What follows belongs to an exercise in optimizing a design on an open flow for small area; a production flow would make more cautious choices.
Only simulation tests tie the RTL to the original design; equivalence was not proved.

## config.mk

```make
export PLATFORM = sky130hd
export DESIGN_NAME = arm_pipe_top
export DESIGN_NICKNAME = arm_pipe_top
export VERILOG_FILES = /design/flow/design.v
export SDC_FILE = /design/flow/constraint.sdc
export NUM_CORES = 4
export LEC_CHECK = 0
export CAP_MARGIN = 20
export CELL_PAD_IN_SITES_DETAIL_PLACEMENT = 2
export CELL_PAD_IN_SITES_GLOBAL_PLACEMENT = 2
export CORE_MARGIN = 2
export CORE_UTILIZATION = 30
export PLACE_DENSITY = 0.5
export SLEW_MARGIN = 20
```

## constraint.sdc

```tcl
create_clock -name core_clock -period 15.0 [get_ports {clk}]
set_input_delay 3.0000 -clock core_clock [delete_from_list [all_inputs] [get_ports {clk}]]
set_output_delay 3.0000 -clock core_clock [all_outputs]
set_load 0.01 [all_outputs]
```

## design.v

```verilog
module arm_pipe_top (
    input clk,
    input rst_n,
    output [6:0] imem_addr,
    input [31:0] imem_rdata,
    output dmem_we,
    output [6:0] dmem_addr,
    output [31:0] dmem_wdata,
    input [31:0] dmem_rdata,
    output [31:0] status,
    input [3:0] reg_addr,
    output [31:0] reg_output
);
    localparam [6:0] OP_NOP  = 7'b0100000;
    localparam [6:0] OP_HALT = 7'b0101010;
    function automatic [6:0] dec_op(input [31:0] i);
        reg [3:0] o4;
        reg ok;
        begin
            dec_op = OP_NOP;
            case (i[27:26])
                2'b00: begin
                    if (i[27:21] == 7'b0011001) dec_op = OP_NOP;
                    else if (i[27:21] == 7'b0001000) dec_op = OP_HALT;
                    else if (i[27:21] == 7'b0001001) dec_op = i[5] ? 7'b1001011 : 7'b1001001;
                    else begin
                        ok = 1'b1;
                        case (i[24:21])
                            4'b0100: o4 = 4'b1000;
                            4'b0010: o4 = 4'b1001;
                            4'b1010: o4 = 4'b1010;
                            4'b0000: o4 = 4'b1011;
                            4'b1100: o4 = 4'b1100;
                            4'b0001: o4 = 4'b1101;
                            4'b1101: o4 = 4'b0000;
                            default: begin o4 = 4'b0000; ok = 1'b0; end
                        endcase
                        if (!ok) dec_op = OP_NOP;
                        else if (i[25]) dec_op = {3'b000, o4};
                        else if (i[4]) dec_op = {3'b011, o4};
                        else dec_op = {3'b001, o4};
                    end
                end
                2'b10: dec_op = (i[25:24] == 2'b10) ? 7'b1001000 : 7'b1001010;
                2'b01: begin
                    if (i[20]) begin
                        if (i[25]) dec_op = {4'b1101, i[24], i[23], i[21]};
                        else if (i[19:16] == 4'b1111) dec_op = {4'b1000, i[24], i[23], i[21]};
                        else dec_op = {4'b1100, i[24], i[23], i[21]};
                    end else begin
                        dec_op = {i[25] ? 4'b1111 : 4'b1110, i[24], i[23], i[21]};
                    end
                end
                default: dec_op = OP_NOP;
            endcase
        end
    endfunction
    function automatic is_ldr_op(input [6:0] o);
        is_ldr_op = (o[6:4] == 3'b110) || (o[6:3] == 4'b1000);
    endfunction
    reg st_run, st_stop;                 
    reg [6:0] pc;                        
    reg bv_f, bv_fw;                     
    reg [6:0] pc_f, pc_fw;
    reg [31:0] q1, q2;                   
    reg q1f, q2f;
    reg [31:0] instr_e;                  
    reg nop_e, bv_e;
    reg [6:0] pc_e;
    reg [31:0] instr_m;                  
    reg pm_selA, pm_selB, pm_sub;        
    reg v_m, bref;                       
    reg [6:0] pc_m;
    reg ldr_w, ldr_b;                    
    reg [3:0] rt_w, rt_b;
    reg [31:0] A_reg, B_reg;             
    reg [5:0] S_amt;                     
    reg S_big;                           
    reg [31:0] SD;                       
    reg fN, fZ, fV;                      
    reg [31:0] rf [0:14];
    wire sel_q1 = q1f & ~q2f;
    wire is_empty = ~(q1f | q2f);
    wire [31:0] instr_d = is_empty ? imem_rdata : (sel_q1 ? q1 : q2);
    wire [6:0] op_m = v_m ? dec_op(instr_m) : OP_NOP;
    wire [3:0] cond_m = instr_m[31:28];
    wire [3:0] rn_m = instr_m[19:16];
    wire [3:0] rd_m = instr_m[15:12];
    wire [1:0] shop_m = v_m ? instr_m[6:5] : 2'b00;
    wire P_m = instr_m[24], U_m = instr_m[23], W_m = instr_m[21], Sb_m = instr_m[20];
    reg [1:0] sel_pc_m;
    reg sel_bimm, sel_pre;
    reg [2:0] alu_op;
    reg en_status;
    reg [1:0] sel_w1;
    reg w_en1, mem_we, is_halt, bref_new;
    wire bc_taken =
        (cond_m == 4'b0000 && fZ) ||
        (cond_m == 4'b0001 && ~fZ) ||
        (cond_m == 4'b0011) ||
        (cond_m == 4'b0100 && fN) ||
        (cond_m == 4'b0101 && ~fN) ||
        (cond_m == 4'b0110 && fV) ||
        (cond_m == 4'b0111 && ~fV) ||
        (cond_m == 4'b1001) || fZ ||
        (cond_m == 4'b1010 && fN == fV) ||
        (cond_m == 4'b1011 && fN != fV) ||
        (cond_m == 4'b1100 && (~fZ && (fN == fV))) ||
        (cond_m == 4'b1101 && (fZ || (fN != fV))) ||
        (cond_m == 4'b1110);
    always @* begin
        sel_pc_m = 2'b00;
        sel_bimm = 1'b0;
        alu_op = 3'b000;
        sel_pre = 1'b0;
        en_status = 1'b0;
        sel_w1 = 2'b00;
        w_en1 = 1'b0;
        mem_we = 1'b0;
        is_halt = 1'b0;
        bref_new = bref;
        if (op_m[6] == 1'b0 && op_m[5:4] != 2'b10 && cond_m != 4'b1111) begin
            case (op_m[2:0])
                3'b001, 3'b010: alu_op = 3'b001;
                3'b011: alu_op = 3'b010;
                3'b100: alu_op = 3'b011;
                3'b101: alu_op = 3'b111;
                default: alu_op = 3'b000;
            endcase
            en_status = Sb_m;
            w_en1 = (op_m[3:0] != 4'b1010);
        end else if (op_m[6:5] == 2'b11 || op_m[6:3] == 4'b1000) begin
            sel_pre = P_m;
            alu_op = U_m ? 3'b000 : 3'b001;
            en_status = Sb_m;
            if (W_m) sel_w1 = 2'b10;
            w_en1 = W_m;
            mem_we = op_m[4];
        end else if (op_m[6:3] == 4'b1001) begin
            if (bc_taken) begin
                sel_pc_m = 2'b11;
                bref_new = ~bref;
            end
            sel_bimm = ~op_m[0];
            if (op_m[1]) begin
                sel_w1 = 2'b01;
                w_en1 = 1'b1;
            end
        end else if (op_m == OP_HALT) begin
            sel_pc_m = 2'b01;
            is_halt = 1'b1;
            bref_new = ~bref;
        end
    end
    wire [31:0] Bs = B_reg;
    wire s_ge32 = S_big | S_amt[5];
    wire s_ror0 = S_big | (S_amt[5] & (S_amt[4:0] != 5'd0));
    wire sh_lsl = (shop_m == 2'b00);
    wire sh_asr = (shop_m == 2'b10);
    wire sh_ror = (shop_m == 2'b11);
    wire [4:0] rot_n = sh_lsl ? (5'd0 - S_amt[4:0]) : S_amt[4:0];
    wire [31:0] rot0 = rot_n[0] ? {Bs[0], Bs[31:1]} : Bs;
    wire [31:0] rot1 = rot_n[1] ? {rot0[1:0], rot0[31:2]} : rot0;
    wire [31:0] rot2 = rot_n[2] ? {rot1[3:0], rot1[31:4]} : rot1;
    wire [31:0] rot3 = rot_n[3] ? {rot2[7:0], rot2[31:8]} : rot2;
    wire [31:0] rot4 = rot_n[4] ? {rot3[15:0], rot3[31:16]} : rot3;
    wire sh_fill = sh_asr & Bs[31];
    wire sh_big = sh_ror ? s_ror0 : s_ge32;
    reg [31:0] therm;                    
    reg [31:0] shift_out;
    integer si;
    always @* begin
        for (si = 0; si < 32; si = si + 1) therm[si] = (S_amt[4:0] <= si);
        for (si = 0; si < 32; si = si + 1)
            shift_out[si] = (~sh_big & (sh_ror | (sh_lsl ? therm[si] : therm[31-si]))) ? rot4[si] : sh_fill;
    end
    wire [31:0] imm_data = sel_bimm ? {{8{instr_m[23]}}, instr_m[23:0]} : {20'd0, instr_m[11:0]};
    wire sel_A = v_m & pm_selA;
    wire sel_B = v_m & pm_selB;
    wire [31:0] val_A = sel_A ? 32'd0 : A_reg;
    wire [31:0] val_B = sel_B ? imm_data : shift_out;
    wire alu_sub = v_m & pm_sub;
    wire [31:0] add_b = val_B ^ {32{alu_sub}};
    wire [32:0] add_c;
    wire [31:0] add_s;
    assign add_c[0] = alu_sub;
    genvar ga;
    generate
        for (ga = 0; ga < 32; ga = ga + 1) begin : g_add
            assign add_s[ga] = val_A[ga] ^ add_b[ga] ^ add_c[ga];
            assign add_c[ga+1] = (val_A[ga] & add_b[ga]) | (add_c[ga] & (val_A[ga] ^ add_b[ga]));
        end
    endgenerate
    reg [31:0] alu_out;
    reg alu_v;
    always @* begin
        alu_v = 1'b0;
        case (alu_op)
            3'b000: begin
                alu_out = add_s;
                alu_v = (val_A[31] & val_B[31] & ~add_s[31]) | (~val_A[31] & ~val_B[31] & add_s[31]);
            end
            3'b001: begin
                alu_out = add_s;
                alu_v = val_B[31] & add_s[31];
            end
            3'b010: alu_out = val_A & val_B;
            3'b011: alu_out = val_A | val_B;
            default: alu_out = val_A ^ val_B;
        endcase
    end
    wire alu_z = (alu_out == 32'd0);
    wire [3:0] w_addr1 = (sel_w1 == 2'b01) ? 4'd14 : (sel_w1 == 2'b10) ? rn_m : rd_m;
    wire w1_lr = (sel_w1 == 2'b01);      
    wire [14:0] wl, ww, wr, wa, wh;
    genvar gi;
    generate
        for (gi = 0; gi < 15; gi = gi + 1) begin : g_rf
            assign wl[gi] = ldr_b & (rt_b == gi);
            assign ww[gi] = w_en1 & (w_addr1 == gi);
            assign wr[gi] = wl[gi] | (ww[gi] & w1_lr);
            assign wa[gi] = ww[gi] & ~w1_lr & ~wl[gi];
            assign wh[gi] = ~(wl[gi] | ww[gi]);
            always @(posedge clk)
                rf[gi] <= ({32{wr[gi]}} & dmem_rdata) | ({32{wa[gi]}} & alu_out) | ({32{wh[gi]}} & rf[gi]);
        end
    endgenerate
    wire [6:0] op_e = nop_e ? OP_NOP : dec_op(instr_e);
    wire [3:0] cond_e = instr_e[31:28];
    wire [3:0] rn_e = instr_e[19:16];
    wire [3:0] rm_e = instr_e[3:0];
    wire [3:0] rs_e = instr_e[11:8];
    wire [3:0] rd_e = instr_e[15:12];
    wire [4:0] imm5_e = instr_e[11:7];
    wire uses_rn = (op_e != OP_NOP) && ((!op_e[6] && op_e[3:0] != 4'b0000) || op_e[6:5] == 2'b11);
    wire uses_rm = (!op_e[6] && op_e[4]) || (op_e[6:5] == 2'b11 && op_e[3]) || (op_e[6:2] == 5'b10010 && op_e[0]);
    wire uses_rs = (op_e[6:4] == 3'b011);
    wire mem_ok = (op_m != OP_NOP);
    wire fwd_alu_n = mem_ok && ((sel_w1 == 2'b10 && rn_e == rn_m) || (!op_m[6] && rn_e == rd_m));
    wire fwd_alu_m = mem_ok && ((sel_w1 == 2'b10 && rm_e == rn_m) || (!op_m[6] && rm_e == rd_m));
    wire fwd_alu_s = mem_ok && ((sel_w1 == 2'b10 && rs_e == rn_m) || (!op_m[6] && rs_e == rd_m));
    wire fwd_ldr_n = ldr_b && (rt_b == rn_e);
    wire fwd_ldr_m = ldr_b && (rt_b == rm_e);
    wire fwd_ldr_s = ldr_b && (rt_b == rs_e);
    wire ldr_m = is_ldr_op(op_m);
    wire stall = (uses_rn && ((ldr_m && rd_m == rn_e) || (ldr_w && rt_w == rn_e)))
              || (uses_rm && ((ldr_m && rd_m == rm_e) || (ldr_w && rt_w == rm_e)))
              || (uses_rs && ((ldr_m && rd_m == rs_e) || (ldr_w && rt_w == rs_e)));
    reg [1:0] sel_A_in, sel_B_in, sel_s_in;
    reg sel_shift, en_A, en_B, en_S;
    always @* begin
        sel_A_in = 2'b00;
        sel_B_in = 2'b00;
        sel_s_in = 2'b00;
        sel_shift = 1'b0;
        en_A = 1'b0;
        en_B = 1'b0;
        en_S = 1'b0;
        if (uses_rn) sel_A_in = fwd_alu_n ? 2'b01 : fwd_ldr_n ? 2'b10 : 2'b00;
        if (uses_rm) sel_B_in = fwd_alu_m ? 2'b01 : fwd_ldr_m ? 2'b10 : 2'b00;
        if (uses_rs) sel_s_in = fwd_alu_s ? 2'b01 : fwd_ldr_s ? 2'b10 : 2'b00;
        if (op_e[6] == 1'b0 && op_e[5:4] != 2'b10 && cond_e != 4'b1111) begin
            if (op_e[4]) sel_shift = op_e[5];
            en_A = op_e[3];
            en_B = op_e[4];
            en_S = op_e[4];
        end else if (op_e[6:5] == 2'b11 || op_e[6:3] == 4'b1000) begin
            if (op_e[3] == 1'b0) begin
                if (op_e[6:4] == 3'b100) sel_A_in = 2'b11;
                en_A = 1'b1;
            end else begin
                en_A = 1'b1;
                en_B = 1'b1;
                en_S = 1'b1;
            end
        end else if (op_e[6:3] == 4'b1001) begin
            if (op_e[0] == 1'b0) begin
                sel_A_in = 2'b11;
                en_A = 1'b1;
            end
            sel_shift = 1'b1;
            sel_s_in = 2'b11;
            en_S = 1'b1;
            en_B = op_e[0];
        end
    end
    reg pe_selA, pe_selB, pe_sub;
    always @* begin
        pe_selA = 1'b0;
        pe_selB = 1'b0;
        pe_sub = 1'b0;
        if (op_e[6] == 1'b0 && op_e[5:4] != 2'b10 && cond_e != 4'b1111) begin
            pe_selA = ~op_e[3];
            pe_selB = ~op_e[4];
            pe_sub = (op_e[2:0] == 3'b001) || (op_e[2:0] == 3'b010);
        end else if (op_e[6:5] == 2'b11 || op_e[6:3] == 4'b1000) begin
            pe_selB = ~op_e[3];
            pe_sub = ~instr_e[23];
        end else if (op_e[6:3] == 4'b1001) begin
            pe_selA = op_e[0];
            pe_selB = ~op_e[0];
        end
    end
    wire is_str_e = (op_e[6:5] == 2'b11) && op_e[4];
    wire [3:0] s_addr = is_str_e ? rd_e : rs_e;
    wire [31:0] A_data = (rn_e == 4'd15) ? 32'd0 : rf[rn_e];
    wire [31:0] B_data = (rm_e == 4'd15) ? 32'd0 : rf[rm_e];
    wire [31:0] S_data = (s_addr == 4'd15) ? 32'd0 : rf[s_addr];
    reg [31:0] A_in, B_in, S_in;
    always @* begin
        case (sel_A_in)
            2'b00: A_in = A_data;
            2'b01: A_in = alu_out;
            2'b10: A_in = dmem_rdata;
            default: A_in = {25'd0, pc_e};
        endcase
        case (sel_B_in)
            2'b01: B_in = alu_out;
            2'b10: B_in = dmem_rdata;
            default: B_in = B_data;
        endcase
        case (sel_s_in)
            2'b00: S_in = S_data;
            2'b01: S_in = alu_out;
            2'b10: S_in = dmem_rdata;
            default: S_in = 32'd0;
        endcase
    end
    wire [31:0] shift_amt = sel_shift ? S_in : {27'd0, imm5_e};
    wire sd_l = ldr_b && (rt_b == s_addr);
    wire sd_w = w_en1 && (w_addr1 == s_addr);
    wire sd_ok = (s_addr != 4'd15);
    wire sd_r = sd_ok & (sd_l | (sd_w & w1_lr));
    wire sd_a = sd_ok & sd_w & ~w1_lr & ~sd_l;
    wire sd_h = ~(sd_l | sd_w);
    wire [31:0] SD_next = ({32{sd_r}} & dmem_rdata) | ({32{sd_a}} & alu_out) | ({32{sd_h}} & S_data);
    always @(posedge clk) begin
        if (en_A) A_reg <= A_in;
        if (en_B) B_reg <= B_in;
        if (en_S) begin
            S_amt <= shift_amt[5:0];
            S_big <= |shift_amt[31:6];
        end
        SD <= SD_next;
        if (en_status) begin
            fN <= alu_out[31];
            fZ <= alu_z;
            fV <= alu_v;
        end
        rt_w <= rd_m;
        pm_selA <= pe_selA;
        pm_selB <= pe_selB;
        pm_sub <= pe_sub;
        rt_b <= rt_w;
    end
    wire load_pc = ~st_stop & ~stall;
    wire [1:0] sel_pc = st_run ? sel_pc_m : 2'b01;
    wire [6:0] start_pc = is_halt ? pc_m : 7'd0;
    always @(posedge clk) begin
        if (load_pc) begin
            case (sel_pc)
                2'b01: pc <= start_pc;
                2'b11: pc <= alu_out[6:0];
                default: pc <= pc + 7'd1;
            endcase
        end
    end
    always @(posedge clk or negedge rst_n) begin
        if (~rst_n) begin
            st_run <= 1'b0;
            st_stop <= 1'b0;
            bv_f <= 1'b1;
            bv_fw <= 1'b1;
            pc_f <= 7'd0;
            pc_fw <= 7'd0;
            q1f <= 1'b0;
            q2f <= 1'b0;
            nop_e <= 1'b1;
            bv_e <= 1'b0;
            pc_e <= 7'd0;
            v_m <= 1'b0;
            pc_m <= 7'd0;
            bref <= 1'b0;
            ldr_w <= 1'b0;
            ldr_b <= 1'b0;
        end else begin
            st_run <= 1'b1;
            st_stop <= st_stop | is_halt;
            bv_f <= bref_new;
            bv_fw <= bv_f;
            pc_f <= pc;
            pc_fw <= pc_f;
            q1f <= ~load_pc;
            q2f <= q1f & (~load_pc | ~sel_q1);
            if (~stall) begin
                nop_e <= 1'b0;
                bv_e <= bv_fw;
            end
            pc_e <= pc_fw;
            v_m <= (bref_new == bv_e) & ~stall & ~nop_e;
            pc_m <= pc_e;
            bref <= bref_new;
            ldr_w <= ldr_m;
            ldr_b <= ldr_w;
        end
    end
    always @(posedge clk) begin
        q1 <= imem_rdata;
        q2 <= q1;
        if (~stall) instr_e <= instr_d;
        instr_m <= instr_e;
    end
    assign imem_addr = pc;
    assign dmem_we = mem_we;
    assign dmem_addr = sel_pre ? val_A[6:0] : alu_out[6:0];
    assign dmem_wdata = SD;
    assign status = {fN, fZ, 1'b0, fV, 28'd0};
    assign reg_output = (reg_addr == 4'd15) ? {25'd0, pc} : rf[reg_addr];
endmodule
```

## flow/run.sh

```bash
#!/bin/bash
# The standard layout (standard.sh), with these changes to how it is made:
#  - ABC maps the logic with an area-oriented script (flow/abc.script) instead
#    of the delay-oriented one, without buffering or sizing at synthesis;
#    placement, CTS and global-route repair still fix slew, capacitance and timing;
#  - port buffers use the smallest buffer cell (every port is still buffered);
#  - CTS clusters more sinks per buffer and inserts no dummy loads.
set -euo pipefail
here=$(pwd)
rm -rf "$here/scripts_area"
cp -r "$FLOW_HOME/scripts" "$here/scripts_area"
cp "$here/flow/abc.script" "$here/scripts_area/abc_speed.script"
bash standard.sh SCRIPTS_DIR="$here/scripts_area" \
  BUFFER_PORTS_ARGS="-buffer_cell sky130_fd_sc_hd__buf_1" \
  CTS_ARGS="-sink_clustering_enable -repair_clock_nets -dont_use_dummy_load -sink_clustering_size 25 -sink_clustering_max_diameter 80" \
  finish > "$here/flow_make.log" 2>&1
```

## flow/abc.script

```
strash
&get -n
&fraig -x
&put
scorr
dc2
strash
dch -f
dc2
strash
&get -n
&dch -f
&nf -R 2000 -a
&put
```

## standard.sh

```bash
#!/bin/bash
# synth_recipe.tcl (not shown) runs the flow's synth.tcl, then flattens the netlist and writes it again
# the make line also repeats each setting of config.mk as NAME=value (left out here)
make -C /OpenROAD-flow-scripts/flow DESIGN_CONFIG=/design/flow/config.mk WORK_HOME=/design/flow/orfs CLKGATE_MAP_FILE= SYNTH_SCRIPT=/design/flow/synth_recipe.tcl "${@:-finish}"
```

==> results of run 1 <==
critical path, delay by kind of cell (launching register included):
kind                     cells  cell delay, ps
flip-flops                   1             360
XOR/XNOR                     4             660
AND/OR/NAND/NOR              3             380
adder cells (fa/ha/maj)     30            8990
AO/OA/AOI/OAI               12            2160
buffers and inverters       14            1470
layer usage:
| layer | vias to the layer above | global-route usage, % | share of wire (%) | routed length, um |
|---|---|---|---|---|
| met5 | - | 1.30 | 0.18 | 650 |
| met4 | 42 | 33.0 | 8.4 | 30500 |
| met3 | 1658 | 19.5 | 14 | 52200 |
| met2 | 5237 | 65.7 | 40 | 145000 |
| met1 | 29100 | 57.5 | 37 | 135000 |
| li1 | 21500 | - | - | - |
worst paths after layout:
| path | to | cells past startpoint | startpoint |
|---|---|---|---|
| setup / recovery | A_reg[31] | 63 | instr_m[6] |
| hold / removal | q2[1] | 0 | q1[1] |
| setup reg to reg | A_reg[31] | 63 | instr_m[6] |
| hold reg to reg | q2[1] | 0 | q1[1] |
| max in group asynchronous | v_m | 2 | rst_n |
| min in group asynchronous | pc_m[2] | 2 | rst_n |
final cells by class:
type | count | share of cell area [%]
antenna | 21 | 0.101
clock buffer | 68 | 3.29
inverter | 289 | 2.11
multi-input combinational | 4021 | 52.1
sequential | 772 | 32.4
tap | 1917 | 4.63
timing repair buffer | 434 | 5.38
synthesized netlist by cell type, drive strengths merged (4+ instances only):
cell type and instances:
clkinv 289, o22a 4, nand2 1062, nor3 55, mux2i 32, nand2b 18, a22o 48, or2 14
or3 6, a221o 25, mux2 18, xnor2 44, a222oi 461, and3 16, xor2 34, ha 78
nor2b 8, a221oi 176, o21ai 252, a21o 6, a211oi 13, fa 30, o211ai 7, o21a 9
o22ai 35, edfxtp 113, nor2 250, a31oi 15, a21oi 249, nor4 31, and4 4, and2 10
a21boi 5, dfrtp 37, nand4 109, buf 32, dfxtp 619, a22oi 684, o221ai 24, o2111ai 4
nand3 109, o221a 19
cells by family after synthesis:
group	after synthesis	synth area share [%]
XOR/XNOR	78	1.56
adder cells (fa/ha/maj)	108	3.60
flip-flops	772	38.3
AO/OA/AOI/OAI	2052	35.9
multiplexers	50	1.19
AND/OR/NAND/NOR	1700	16.4
buffers and inverters	321	3.03
other	2	0.0171
per-stage QoR:
step / util, % / setup WS, ps
finish: 35.7 / 651
global route: 35.6 / 16.5
CTS: 35.5 / 48.2
detailed placement: 34.3 / 113
global placement: 34.3 / 316
floorplan: - / 23.0
layout by cell type (no fill, tap or decap), types with 37 or more instances in the layout:
cell type	n
a21oi_1	239
a221oi_1	176
a222oi_1	461
a22o_1	48
a22oi_1	684
buf_1	150
buf_4	273
clkbuf_16	68
clkinv_1	284
dfrtp_1	37
dfxtp_1	619
edfxtp_1	113
ha_1	77
nand2_1	1056
nand3_1	109
nand4_1	109
nor2_1	186
nor2_4	60
o21ai_0	206
xnor2_1	42
timing repair:
item | in CTS | in global routing
resized for setup | 0 | 10
setup endpoints to repair | 0 | 30
setup buffers | 0 | 4
endpoints found under the hold margin | 0 | 0
==> impl_metrics.py, run 1 <==
metrics = {
    "layout": {
        "multiInputGateArea_mm2": 0.0270,
        "fillerInstances": 16400,
        "fin_area_mm2": 0.0518,
        "nets": 5764,
        "stdcell_count": 7522,
        "syn_to_final_growth_pct": 18.2,
        "layout-drive-gt1-share_pct": 9.92,
        "largest_reg_flops": 480,
        "regArea_mm2": 0.0168,
        "max_flop_register": "rf",
    },
    "run_status": {
        "status": "finished clean",
    },
    "floorplanning": {
        "rows": 140,
        "die_w_um": 386,
        "start_util_pct": 30.2,
        "die_h_um": 386,
        "dieArea_mm2": 0.149,
        "core_area_mm2": 0.145,
        "io-pin-count": 181,
    },
    "timing": {
        "setup_violations": 0,
        "rsz0062_at_grt": "no",
        "worst_pin_slew_ps": 1380,
        "timing.final.max_slew_violations": 0,
        "hold_ws_ps": 336,
        "finalHoldViolCount": 0,
        "finClkSkew_ps": 92.4,
        "slew_headroom_pct": 7.13,
        "layout_min_cycle_time_ps": 14350,
        "clock.fmax_ghz": 0.0697,
        "setup_tns_ps": 0,
        "post-route-period-util_pct": 95.7,
    },
    "clock_network": {
        "cts-root-buf": "clkbuf_16",
        "clock_latency_ps": 740,
        "cts_buffer_depth": 3,
        "hold_buffers": 0,
        "cts.sinks": 772,
        "path_clk_slew_ps": 100,
        "cts_tree": "yes",
        "numCtsBuffers": 68,
        "h-tree-depth": 3,
    },
    "route": {
        "drtIter0Drc": 13600,
        "wl_mm": 363,
        "ant_nets": 0,
        "wire_per_inst_um": 48.2,
        "dr.pass1.iters": 11,
        "vias": 57600,
        "drc": 0,
        "vias_per_cell": 7.65,
    },
    "global_route": {
        "gr-total-overflow": 0,
        "track_usage_pct": 46.9,
        "grt_pass1_wl_mm": 482,
        "antenna_found_initial": 34,
        "grt_start_max_net_pins": 54,
        "grt_pass1_vias": 55200,
    },
    "run": {
        "cap_violations": 0,
    },
    "synthesis": {
        "ys_ff_latch": 772,
        "async_reset_ff_share_pct": 5.18,
        "synth_warnings": 2,
        "postSynthAreaPerCell_um2": 8.62,
        "netlist_area_mm2": 0.0438,
        "yosysUniqueCellTypes": 58,
        "synth_top_cell_by_area": "dfxtp_1",
        "syn_inst": 5083,
        "synth_sequential_area_ratio_pct": 38.3,
        "synth_top_flop_cell": "dfxtp_1",
        "synth_top_area_share_pct": 28.3,
        "synth_edf_count": 113,
        "synthTopCellsByArea": "dfxtp_1 (28%), a22oi_1 (12%), a222oi_1 (11%)",
    },
    "critical_path": {
        "crit_top_cell": "fa_2",
        "r2r_slack_ps": 650,
        "worst-setup-path-type": "reg -> reg",
        "arrival_ps": 14740,
        "path_max_fanout": 24,
        "cp-end-kind": "flop",
        "max_stage_delay_ps": 430,
        "crit_required_ps": 15390,
        "cpMaxStageDelayCell": "fa_1",
        "worst_setup_path_start_kind": "flop",
    },
    "place": {
        "dpl.cell_count": 7424,
        "portBuffers": 151,
        "hpwl_mm": 211,
        "place.gp.congestion": 0.930,
        "dpl-instance-area_mm2": 0.0498,
    },
    "hold_path": {
        "min_path_type": "reg -> reg",
    },
}
==> run 2, diff against run 1 <==
--- a/flow/run.sh
+++ b/flow/run.sh
@@ -12,5 +12,5 @@
 cp "$here/flow/abc.script" "$here/scripts_area/abc_speed.script"
 bash standard.sh SCRIPTS_DIR="$here/scripts_area" \
   BUFFER_PORTS_ARGS="-buffer_cell sky130_fd_sc_hd__buf_1" \
-  CTS_ARGS="-sink_clustering_enable -repair_clock_nets -dont_use_dummy_load -sink_clustering_size 25 -sink_clustering_max_diameter 80" \
+  CTS_ARGS="-sink_clustering_enable -repair_clock_nets -dont_use_dummy_load -buf_list sky130_fd_sc_hd__clkbuf_8 -sink_clustering_size 16 -sink_clustering_max_diameter 50" \
   finish > "$here/flow_make.log" 2>&1
==> impl_metrics.py, run 2 <==
metrics = {
    "run_status": {
        "status": "finished clean",
    },
    "timing": {
        "rsz0062_at_grt": "no",
        "clock.fmax_ghz": 0.0694,
        "setup_tns_ps": 0,
        "post-route-period-util_pct": 96.1,
        "finalHoldViolCount": 0,
        "timing.final.max_slew_violations": 0,
        "setup_violations": 0,
        "slew_headroom_pct": 10.4,
        "hold_ws_ps": 325,
        "finClkSkew_ps": 120,
        "layout_min_cycle_time_ps": 14410,
        "worst_pin_slew_ps": 1330,
    },
    "route": {
        "ant_nets": 0,
        "vias_per_cell": 7.64,
        "drtIter0Drc": 14100,
        "vias": 57900,
        "wire_per_inst_um": 48.0,
        "dr.pass1.iters": 14,
        "wl_mm": 364,
        "drc": 0,
    },
    "hold_path": {
        "min_path_type": "reg -> reg",
    },
    "synthesis": {
        "netlist_area_mm2": 0.0438,
        "synth-xor-area-share_pct": 1.56,
        "synth_compound_area_share_pct": 35.9,
        "async_reset_ff_share_pct": 5.18,
        "synth_sequential_area_ratio_pct": 38.3,
        "syn_inst": 5083,
        "synth.area.mux_share_pct": 1.19,
        "synth_top_cell_by_area": "dfxtp_1",
        "synth_warnings": 2,
        "postSynthAreaPerCell_um2": 8.62,
        "synth_top_flop_cell": "dfxtp_1",
        "yosysUniqueCellTypes": 58,
        "synth_top_area_share_pct": 28.3,
        "synthTopCellsByArea": "dfxtp_1 (28%), a22oi_1 (12%), a222oi_1 (11%)",
        "ys_ff_latch": 772,
        "yosysMostFrequentCell": "nand2_1",
        "synth_top_family_by_area": "compound AO/OA/AOI/OAI gates",
        "synth_fa_ha_area_share_pct": 3.60,
        "yosys.area_share.simple_pct": 16.4,
        "synthTopCellsByCount": "nand2_1 (1,062), a22oi_1 (684), dfxtp_1 (619), a222oi_1 (461), clkinv_1 (289)",
        "synth_edf_count": 113,
    },
    "layout": {
        "largest_reg_flops": 480,
        "final_util_pct": 35.6,
        "layout-drive-gt1-share_pct": 10.8,
        "syn_to_final_growth_pct": 18.0,
        "max_flop_register": "rf",
        "nets": 5816,
        "final_cell_mix": "nand2_1 (1,056), a22oi_1 (684), dfxtp_1 (619)",
        "layout_commonest_cell": "nand2_1",
    },
    "critical_path": {
        "worst-setup-path-type": "reg -> reg",
        "path_max_fanout": 19,
        "crit_required_ps": 15710,
        "max_stage_delay_ps": 430,
        "crit_top_cell": "fa_2",
        "cpMaxStageDelayCell": "dfxtp_1",
        "arrival_ps": 15120,
        "cp-end-kind": "flop",
        "worst_setup_path_start_kind": "flop",
    },
    "floorplanning": {
        "dieArea_mm2": 0.149,
        "start_util_pct": 30.2,
        "die_h_um": 386,
        "core_area_mm2": 0.145,
        "rows": 140,
        "die_w_um": 386,
        "io-pin-count": 181,
    },
    "global_route": {
        "grt_pass1_wl_mm": 483,
        "track_usage_pct": 47.0,
        "grt_start_max_net_pins": 54,
        "grt_pass1_vias": 55500,
        "gr-total-overflow": 0,
        "antenna_found_initial": 38,
    },
    "clock_network": {
        "hold_buffers": 0,
        "cts.sinks": 772,
        "clock_latency_ps": 920,
        "cts_tree": "yes",
        "numCtsBuffers": 118,
        "h-tree-depth": 3,
        "path_clk_slew_ps": 100,
        "cts-root-buf": "clkbuf_8",
        "cts_buffer_depth": 3,
    },
    "run": {
        "cap_violations": 0,
    },
    "place": {
        "hpwl_mm": 211,
        "portBuffers": 151,
        "place.gp.congestion": 0.930,
    },
}
==> run 2: worst paths after layout <==
path                             from       to  slack [ps]  cells past startpoint
max                        instr_m[6]    S_big         590                     65
min                            q1[10]   q2[10]         330                      0
max reg2reg                instr_m[6]    S_big         590                     65
min reg2reg                    q1[10]   q2[10]         330                      0
max in group asynchronous       rst_n      v_m       12280                      2
min in group asynchronous       rst_n  pc_m[2]        2170                      2
==> run 2: cell type report <==
type | instances | area, um^2
fillers | 16500 | 93500
multi-input cells | 4021 | 27000
flip-flops and latches | 772 | 16800
repair buffers | 436 | 2780
well taps | 1917 | 2400
clock buffers | 118 | 1620
inverters | 289 | 1090
diodes | 24 | 60.1
==> run 2: worst max-delay path: cells and delay by family, from the launching register on <==
family | cells | cell delay [ps]
AND/OR/NAND/NOR | 8 | 650
flip-flops | 1 | 430
AO/OA/AOI/OAI | 11 | 2010
buffers and inverters | 12 | 1370
adder cells (fa/ha/maj) | 30 | 9020
XOR/XNOR | 4 | 760
==> run 2: kinds of logic (layout without fill, tap and decap cells) <==
logic type | Yosys count | after routing
AOI/OAI and AO/OA | 2052 | 2054
and+or+nand+nor | 1700 | 1700
DFF | 772 | 772
buffers and inverters | 321 | 843
adders and majority gates | 108 | 108
xor gates and xnor gates | 78 | 78
muxes | 50 | 50
other | 2 | 55
==> run 2: what timing repair did <==
item | CTS | global route
endpoints found under the setup margin | 0 | 25
buffers inserted | 0 | 4
resized for setup | 0 | 10
endpoints found under the hold margin | 0 | 0
==> run 2: metrics by stage <==
step           cells  area, um^2  setup slack (ps)
2_1_floorplan   5112       44000              23.0
3_3_place_gp    7424       49800               316
3_5_place_dp    7424       49800               113
4_1_cts         7542       51500               108
5_1_grt         7554       51600              7.05
6_report        7577       51700               591
==> run 2: routing by layer <==
layer | part of all wire (%) | wire [um] | track usage (%)
met1 | 37 | 135000 | 57.7
met2 | 40 | 146000 | 66.1
met3 | 14 | 52000 | 19.7
met4 | 8.3 | 30100 | 32.2
met5 | 0.10 | 378 | 0.942
==> run 3, diff against run 2 <==
--- a/design.v
+++ b/design.v
@@ -170,7 +170,7 @@
     reg [31:0] shift_out;
     integer si;
     always @* begin
-        for (si = 0; si < 32; si = si + 1) therm[si] = (S_amt[4:0] <= si);
+        therm = 32'hffffffff << S_amt[4:0];
         for (si = 0; si < 32; si = si + 1)
             shift_out[si] = (~sh_big & (sh_ror | (sh_lsl ? therm[si] : therm[31-si]))) ? rot4[si] : sh_fill;
     end
@@ -377,9 +377,7 @@
             q2f <= 1'b0;
             nop_e <= 1'b1;
             bv_e <= 1'b0;
-            pc_e <= 7'd0;
             v_m <= 1'b0;
-            pc_m <= 7'd0;
             bref <= 1'b0;
             ldr_w <= 1'b0;
             ldr_b <= 1'b0;
@@ -396,9 +394,7 @@
                 nop_e <= 1'b0;
                 bv_e <= bv_fw;
             end
-            pc_e <= pc_fw;
             v_m <= (bref_new == bv_e) & ~stall & ~nop_e;
-            pc_m <= pc_e;
             bref <= bref_new;
             ldr_w <= ldr_m;
             ldr_b <= ldr_w;
@@ -409,6 +405,8 @@
         q2 <= q1;
         if (~stall) instr_e <= instr_d;
         instr_m <= instr_e;
+        pc_e <= pc_fw;
+        pc_m <= pc_e;
     end
     assign imem_addr = pc;
     assign dmem_we = mem_we;
--- a/flow/run.sh
+++ b/flow/run.sh
@@ -4,7 +4,7 @@
 #    of the delay-oriented one, without buffering or sizing at synthesis;
 #    placement, CTS and global-route repair still fix slew, capacitance and timing;
 #  - port buffers use the smallest buffer cell (every port is still buffered);
-#  - CTS clusters more sinks per buffer and inserts no dummy loads.
+#  - CTS uses clkbuf_8 with small sink clusters and inserts no dummy loads.
 set -euo pipefail
 here=$(pwd)
 rm -rf "$here/scripts_area"
==> flow/abc.script (replaced) <==
strash
&get -n
&fraig -x
&put
scorr
dc2
strash
dch -f
dc2
strash
&get -n
&synch2
&nf -R 2000
&put
strash
&get -n
&synch2
&nf -R 2000
&put
strash
&get -n
&synch2
&nf -R 2000
&put
--- a/config.mk
+++ b/config.mk
@@ -9,6 +9,6 @@
 export CELL_PAD_IN_SITES_DETAIL_PLACEMENT = 2
 export CELL_PAD_IN_SITES_GLOBAL_PLACEMENT = 2
 export CORE_MARGIN = 2
-export CORE_UTILIZATION = 30
+export CORE_UTILIZATION = 33
 export PLACE_DENSITY = 0.5
 export SLEW_MARGIN = 20
==> impl_metrics.py, run 3 <==
metrics = {
    "run_status": {
        "status": "finished clean",
    },
    "global_route": {
        "grt_start_max_net_pins": 36,
        "antenna_found_initial": 37,
        "grt_pass1_vias": 54100,
        "track_usage_pct": 50.2,
        "gr-total-overflow": 0,
        "grt_pass1_wl_mm": 460,
    },
    "timing": {
        "worst_pin_slew_ps": 1380,
        "post-route-period-util_pct": 97.2,
        "finClkSkew_ps": 140,
        "finalHoldViolCount": 0,
        "setup_violations": 0,
        "timing.final.max_slew_violations": 0,
        "clock.fmax_ghz": 0.0686,
        "slew_headroom_pct": 7.26,
        "layout_min_cycle_time_ps": 14580,
    },
    "synthesis": {
        "ys_ff_latch": 772,
        "yosysUniqueCellTypes": 60,
        "synth_warnings": 2,
        "synth_compound_area_share_pct": 40.3,
        "synthTopCellsByArea": "dfxtp_1 (30%), a22oi_1 (15%), o21ai_0 (8.0%)",
        "syn_inst": 4711,
        "synthTopCellsByCount": "a22oi_1 (842), o21ai_0 (685), dfxtp_1 (633), nand2_1 (367), nor2_1 (271)",
        "postSynthAreaPerCell_um2": 9.04,
        "synth-xor-area-share_pct": 2.10,
        "yosysMostFrequentCell": "a22oi_1",
        "synth_sequential_area_ratio_pct": 39.2,
        "synth_top_family_by_area": "compound AO/OA/AOI/OAI gates",
        "synth.area.mux_share_pct": 2.35,
        "netlist_area_mm2": 0.0426,
        "async_reset_ff_share_pct": 3.37,
        "synth_top_cell_by_area": "dfxtp_1",
        "synth_top_flop_cell": "dfxtp_1",
        "synth_fa_ha_area_share_pct": 3.70,
        "synth_top_area_share_pct": 29.7,
        "synth_edf_count": 113,
        "yosys.area_share.simple_pct": 10.8,
    },
    "layout": {
        "fin_area_mm2": 0.0498,
        "largest_reg_flops": 480,
        "nets": 5411,
        "layout_commonest_cell": "a22oi_1",
        "stdcell_count": 6925,
        "final_util_pct": 38.9,
        "layout-drive-gt1-share_pct": 10.7,
        "max_flop_register": "rf",
        "final_cell_mix": "a22oi_1 (842), o21ai_0 (661), dfxtp_1 (633)",
        "syn_to_final_growth_pct": 16.8,
    },
    "route": {
        "drc": 0,
        "drtIter0Drc": 13100,
        "wl_mm": 344,
        "vias_per_cell": 8.17,
        "vias": 56600,
        "ant_nets": 0,
        "dr.pass1.iters": 13,
        "wire_per_inst_um": 49.7,
    },
    "floorplanning": {
        "rows": 131,
        "dieArea_mm2": 0.132,
        "core_area_mm2": 0.128,
        "die_h_um": 363,
        "start_util_pct": 33.3,
        "die_w_um": 363,
        "io-pin-count": 181,
    },
    "place": {
        "hpwl_mm": 199,
        "place.gp.congestion": 0.964,
        "dpl.cell_count": 6777,
        "dpl-instance-area_mm2": 0.0481,
        "portBuffers": 151,
    },
    "clock_network": {
        "numCtsBuffers": 108,
        "h-tree-depth": 3,
        "cts.sinks": 772,
        "cts-root-buf": "clkbuf_8",
        "cts_tree": "yes",
        "cts_buffer_depth": 3,
        "clock_latency_ps": 930,
        "path_clk_slew_ps": 90,
    },
    "critical_path": {
        "arrival_ps": 15130,
        "worst-setup-path-type": "reg -> reg",
        "worst_setup_path_start_kind": "flop",
        "cpMaxStageDelayCell": "edfxtp_1",
        "crit_top_cell": "fa_2",
        "path_max_fanout": 28,
        "crit_required_ps": 15550,
        "max_stage_delay_ps": 410,
        "cp-end-kind": "flop",
    },
    "run": {
        "cap_violations": 0,
    },
    "hold_path": {
        "min_path_type": "reg -> reg",
    },
}
==> run 3: repair_timing <==
| item | 4_1_cts | 5_1_grt |
|---|---|---|
| hold buffers | 0 | 0 |
| endpoints found under the setup margin | 0 | 21 |
| resized for setup | 0 | 1 |
| setup buffers | 0 | 8 |
==> run 3: through the flow <==
step	setup slack, ps	TNS, ps	hold WS (ps)
floorplan	17.1	0	323
global placement	462	0	325
detailed placement	231	0	330
CTS	215	0	322
global route	-33.5	-33.5	316
finish	419	0	324
==> run 3: routing by layer <==
metal | routed length [um] | share of wire, % | GRT usage, % | vias up
met3 | 54100 | 16 | 25.1 | 1875
met4 | 31200 | 9.1 | 36.5 | 39
met5 | 477 | 0.14 | 1.63 | -
met2 | 136000 | 39 | 69.7 | 5723
li1 | - | - | - | 20600
met1 | 123000 | 36 | 59.0 | 28300
==> run 3: layout make-up <==
type / count / area (um^2)
sequential: 772 / 16700
timing repair buffer: 415 / 2580
tap: 1662 / 2080
multi-input combinational: 3834 / 26400
antenna: 32 / 80.1
fill: 14200 / 78100
inverter: 102 / 392
clock buffer: 108 / 1490
==> run 3: cell families after synthesis <==
logic type / Yosys count
AO/OA/AOI/OAI: 2472
XOR/XNOR: 102
adder cells (fa/ha/maj): 108
buffers and inverters: 134
flip-flops: 772
multiplexers: 98
other: 2
AND/OR/NAND/NOR: 1023
==> run 3: path summary, 6_finish.rpt <==
path | slack, ps | end | startpoint | depth (start not counted)
worst max-delay path | 420 | S_big | S_amt[0] | 55
worst min-delay path | 320 | q2[14] | q1[14] | 0
worst max register to register | 420 | S_big | S_amt[0] | 55
worst min register to register | 320 | q2[14] | q1[14] | 0
max in group asynchronous | 12220 | v_m | rst_n | 1
min in group asynchronous | 2200 | st_stop | rst_n | 1
==> run 3: worst max-delay path: cells and delay by family (launching register included) <==
| kind | cells | cell delay [ps] |
|---|---|---|
| adder cells (fa/ha/maj) | 31 | 10030 |
| AND/OR/NAND/NOR | 7 | 980 |
| multiplexers | 3 | 590 |
| flip-flops | 1 | 410 |
| XOR/XNOR | 1 | 180 |
| AO/OA/AOI/OAI | 6 | 1000 |
| buffers and inverters | 7 | 1080 |
==> run 4, diff against run 3 <==
==> flow/run.sh (replaced) <==
#!/bin/bash
# The standard layout (standard.sh), with these changes to how it is made:
#  - ABC maps the logic with an area-oriented script (flow/abc.script) instead
#    of the delay-oriented one, without buffering or sizing at synthesis;
#    placement, CTS and global-route repair still fix slew, capacitance and timing;
#  - port buffers use the smallest buffer cell (every port is still buffered);
#  - CTS clusters more sinks per buffer and inserts no dummy loads.
set -euo pipefail
here=$(pwd)
rm -rf "$here/scripts_area"
cp -r "$FLOW_HOME/scripts" "$here/scripts_area"
cp "$here/flow/abc.script" "$here/scripts_area/abc_speed.script"
bash standard.sh SCRIPTS_DIR="$here/scripts_area" \
  BUFFER_PORTS_ARGS="-buffer_cell sky130_fd_sc_hd__buf_1" \
  CTS_ARGS="-sink_clustering_enable -repair_clock_nets -dont_use_dummy_load -sink_clustering_size 25 -sink_clustering_max_diameter 80" \
  finish > "$here/flow_make.log" 2>&1
--- a/config.mk
+++ b/config.mk
@@ -9,6 +9,6 @@
 export CELL_PAD_IN_SITES_DETAIL_PLACEMENT = 2
 export CELL_PAD_IN_SITES_GLOBAL_PLACEMENT = 2
 export CORE_MARGIN = 2
-export CORE_UTILIZATION = 33
-export PLACE_DENSITY = 0.5
+export CORE_UTILIZATION = 45
+export PLACE_DENSITY = 0.6
 export SLEW_MARGIN = 20
==> impl_metrics.py, run 4 <==
metrics = {
    "clock_network": {
        "numCtsBuffers": 46,
        "hold_buffers": 0,
        "h-tree-depth": 2,
        "cts_buffer_depth": 3,
        "cts.sinks": 772,
        "cts-root-buf": "clkbuf_16",
    },
    "synthesis": {
        "ys_ff_latch": 772,
        "netlist_area_mm2": 0.0426,
        "synth_warnings": 2,
        "synth_sequential_area_ratio_pct": 39.2,
        "postSynthAreaPerCell_um2": 9.04,
        "synthTopCellsByArea": "dfxtp_1 (30%), a22oi_1 (15%), o21ai_0 (8.0%)",
        "synth_top_area_share_pct": 29.7,
        "synth_top_cell_by_area": "dfxtp_1",
        "yosysMostFrequentCell": "a22oi_1",
        "synthTopCellsByCount": "a22oi_1 (842), o21ai_0 (685), dfxtp_1 (633), nand2_1 (367), nor2_1 (271)",
        "yosysUniqueCellTypes": 60,
        "synth_top_flop_cell": "dfxtp_1",
        "async_reset_ff_share_pct": 3.37,
        "synth_edf_count": 113,
        "syn_inst": 4711,
    },
    "place": {
        "hpwl_mm": 194,
        "portBuffers": 151,
        "pre_cts_ws_ps": -356,
        "place.gp.congestion": 1.06,
    },
    "global_route": {
        "gr-total-overflow": 33,
        "grt_start_max_net_pins": 51,
        "track_usage_pct": 82.9,
    },
    "run_status": {
        "error": "[ERROR GRT-0232] Routing congestion too high. Check the congestion heatmap in the GUI.",
        "stop_stage": "global routing (5_1_grt)",
        "status": "did not finish",
    },
    "floorplanning": {
        "die_w_um": 312,
        "start_util_pct": 45.5,
        "rows": 112,
        "io-pin-count": 181,
        "die_h_um": 312,
    },
    "timing": {
        "worstEndpointType": "register input",
        "worst_endpoint": "B_reg[31]$_DFFE_PP_/D",
    },
}
==> run 4: timing repair <==
item | in CTS
setup endpoints to repair | 24
setup buffers | 5
pin swaps | 1
resized for setup | 19
gates cloned | 2
==> run 4: how the worst max path moves through the flow <==
stage	start	endpoint	cells past startpoint
CTS	instr_m[5]	S_big	55
detailed placement	v_m	S_big	53
global placement	v_m	S_big	54
floorplan	S_amt[0]	S_big	53
==> run 4: cells by family after synthesis <==
kind of cell               synth area share (%)
xor gates and xnor gates                   2.10
buffers and inverters                      1.46
DFF                                        39.2
other                                    0.0176
AOI/OAI and AO/OA                          40.3
muxes                                      2.35
adders and majority gates                  3.70
and+or+nand+nor                            10.8
==> run 4: per-stage QoR <==
stage | instances | hold slack (ps) | area, um^2 | utilization (%)
after CTS | 6410 | 343 | 48800 | 52.1
after detailed placement | 6357 | 334 | 47500 | 50.7
after global placement | 6357 | 328 | 47500 | 50.7
after floorplan | 4740 | 323 | 42900 | -
==> run 4: layer usage <==
layer  track usage, %  GRT overflow
met1             84.8             3
met2             93.8             6
met4             78.2            12
met5             49.5             1
met3             72.7            11
==> run 5, diff against run 4 <==
--- a/config.mk
+++ b/config.mk
@@ -9,6 +9,6 @@
 export CELL_PAD_IN_SITES_DETAIL_PLACEMENT = 2
 export CELL_PAD_IN_SITES_GLOBAL_PLACEMENT = 2
 export CORE_MARGIN = 2
-export CORE_UTILIZATION = 45
-export PLACE_DENSITY = 0.6
+export CORE_UTILIZATION = 30
+export PLACE_DENSITY = 0.5
 export SLEW_MARGIN = 20
==> impl_metrics.py, run 5 <==
metrics = {
    "synthesis": {
        "postSynthAreaPerCell_um2": 9.04,
        "synth_top_cell_by_area": "dfxtp_1",
        "synth_sequential_area_ratio_pct": 39.2,
        "netlist_area_mm2": 0.0426,
        "syn_inst": 4711,
        "async_reset_ff_share_pct": 3.37,
        "synthTopCellsByCount": "a22oi_1 (842), o21ai_0 (685), dfxtp_1 (633), nand2_1 (367), nor2_1 (271)",
        "yosysMostFrequentCell": "a22oi_1",
        "synth_edf_count": 113,
        "synth_top_flop_cell": "dfxtp_1",
        "ys_ff_latch": 772,
        "yosysUniqueCellTypes": 60,
        "synthTopCellsByArea": "dfxtp_1 (30%), a22oi_1 (15%), o21ai_0 (8.0%)",
        "synth_warnings": 2,
        "synth_top_area_share_pct": 29.7,
    },
    "global_route": {
        "antenna_found_initial": 52,
        "track_usage_pct": 46.9,
        "grt_pass1_vias": 53300,
        "grt_start_max_net_pins": 36,
        "grt_pass1_wl_mm": 473,
        "gr-total-overflow": 0,
    },
    "place": {
        "dpl-instance-area_mm2": 0.0485,
        "portBuffers": 151,
        "hpwl_mm": 204,
        "dpl.cell_count": 7014,
        "pre_cts_ws_ps": -18.0,
        "place.gp.congestion": 0.938,
    },
    "floorplanning": {
        "dieArea_mm2": 0.145,
        "die_h_um": 381,
        "io-pin-count": 181,
        "core_area_mm2": 0.141,
        "start_util_pct": 30.2,
        "die_w_um": 381,
        "rows": 138,
    },
    "route": {
        "drtIter0Drc": 12700,
        "wire_per_inst_um": 50.0,
        "vias_per_cell": 7.83,
        "top_layer": "met5",
        "drc": 0,
        "ant_nets": 0,
        "wl_mm": 355,
        "dr_wl_met3_mm": 53.5,
        "wl_met2_mm": 140,
        "vias": 55600,
        "dr.pass1.iters": 11,
        "wl_met1_mm": 130,
    },
    "timing": {
        "post-route-period-util_pct": 96.5,
        "layout_min_cycle_time_ps": 14470,
        "setup_violations": 0,
        "setup_tns_ps": 0,
        "finalHoldViolCount": 0,
        "timing.final.max_slew_violations": 0,
        "slew_headroom_pct": 10.2,
        "clock.fmax_ghz": 0.0691,
        "finClkSkew_ps": 106,
        "fin_ws_ps": 527,
        "worst_pin_slew_ps": 1340,
    },
    "clock_network": {
        "h-tree-depth": 3,
        "cts-root-buf": "clkbuf_16",
        "clock_latency_ps": 750,
        "cts_buffer_depth": 3,
        "path_clk_slew_ps": 80,
        "numCtsBuffers": 67,
        "hold_buffers": 0,
        "cts.sinks": 772,
        "cts_tree": "yes",
    },
    "critical_path": {
        "cpMaxStageDelayCell": "edfxtp_1",
        "worstReg2RegStart": "S_amt[1]",
        "path_max_fanout": 34,
        "max_stage_delay_ps": 410,
        "crit_top_cell": "fa_2",
        "arrival_ps": 14870,
        "cp-end-kind": "flop",
        "crit_required_ps": 15400,
        "worst-setup-path-type": "reg -> reg",
        "worst_setup_path_start_kind": "flop",
        "startpoint": "S_amt[1]",
    },
    "layout": {
        "layout_commonest_cell": "a22oi_1",
        "stdcell_count": 7102,
        "syn_to_final_growth_pct": 18.0,
        "final_util_pct": 35.6,
        "largest_reg_flops": 480,
        "nets": 5379,
        "fin_area_mm2": 0.0503,
        "final_cell_mix": "a22oi_1 (842), o21ai_0 (655), dfxtp_1 (633)",
        "layout-drive-gt1-share_pct": 10.2,
        "max_flop_register": "rf",
    },
    "run_status": {
        "status": "finished clean",
    },
    "run": {
        "cap_violations": 0,
    },
    "hold_path": {
        "min_path_type": "reg -> reg",
        "hp-start": "pc_fw[0]",
    },
}
[run 5: cell counts after synthesis]
Identical to the previous run, type by type.
[run 5: per-layer routing]
metal	track usage, %	up-vias
li1	-	20500
met1	57.4	28000
met2	65.8	5346
met3	20.5	1749
met4	31.3	62
met5	0.562	-
[run 5: cells by family (layout without fill, tap and decap cells)]
logic type	Yosys count	count (layout)	share of synthesized area (%)
flops	772	772	39.2
compound gates	2472	2473	40.3
buf+inv	134	592	1.46
xor+xnor	102	102	2.10
mux	98	98	2.35
simple gates	1023	1023	10.8
fa+ha+maj	108	108	3.70
other cells	2	44	0.0176
[run 5: timing repair]
item	CTS	global route
resized for setup	0	7
buffers inserted	0	6
setup endpoints to repair	1	23
pin swaps	1	1
cloned	0	1
[run 5: path summary, 6_finish.rpt]
kind	endpoint	slack, ps	cells after the start
max in group asynchronous	st_stop	11970	1
worst min-delay path	pc_e[0]	320	0
worst min register to register	pc_e[0]	320	0
worst max register to register	S_big	530	53
worst max-delay path	S_big	530	53
min in group asynchronous	pc_fw[1]	2360	1
[run 5: worst max-delay path, delay by kind of cell, from the launching register on]
kind                       cells  cell delay [ps]
muxes                          3              660
adders and majority gates     31            10030
DFF                            1              410
xor gates and xnor gates       4              740
and+or+nand+nor                4              470
AOI/OAI and AO/OA              6             1220
buffers and inverters          5              620
[run 5: cell type report]
cell class / instances / area, um^2
inverters: 102 / 392
flip-flops and latches: 772 / 16700
clock buffers: 67 / 1680
well taps: 1890 / 2360
repair buffers: 423 / 2620
multi-input cells: 3835 / 26500
diodes: 13 / 32.5
fillers: 15800 / 91000
[run 5: per-stage QoR]
step           hold slack (ps)
2_1_floorplan              323
3_3_place_gp               325
3_5_place_dp               329
4_1_cts                    321
5_1_grt                    320
6_report                   324

[static timing again, ports no longer ideal]
Ports are ideal in the flow. The routed layouts listed here were re-timed in OpenROAD.
Step 1, drivers: a clkbuf_16 drives clk and a buf_2 each remaining input, both assumed.
Step 2 adds t to the input delays and takes it off the output delays; t is the mean of the earliest and latest rising clock arrival at the registers after step 1. Input paths then give back, and output paths get back, about the clock's delay inside the block.
Three values: ideal ports, drivers, drivers and shift; two values: the first two.
| run | t, ns | slack for setup (ns) | worst setup path after step 2 | pins driven straight from the clock port |
|---|---|---|---|---|
| run 1 | 0.773 | 0.651 / 0.651 / 0.651 | register to register | 1 |
| run 2 | 0.941 | 0.591 / 0.591 / 0.591 | register to register | 1 |
| run 3 | 0.940 | 0.419 / 0.419 / 0.419 | register to register | 1 |
| run 5 | 0.784 | 0.527 / 0.527 / 0.527 | register to register | 1 |
After both steps every run listed still meets setup and hold.
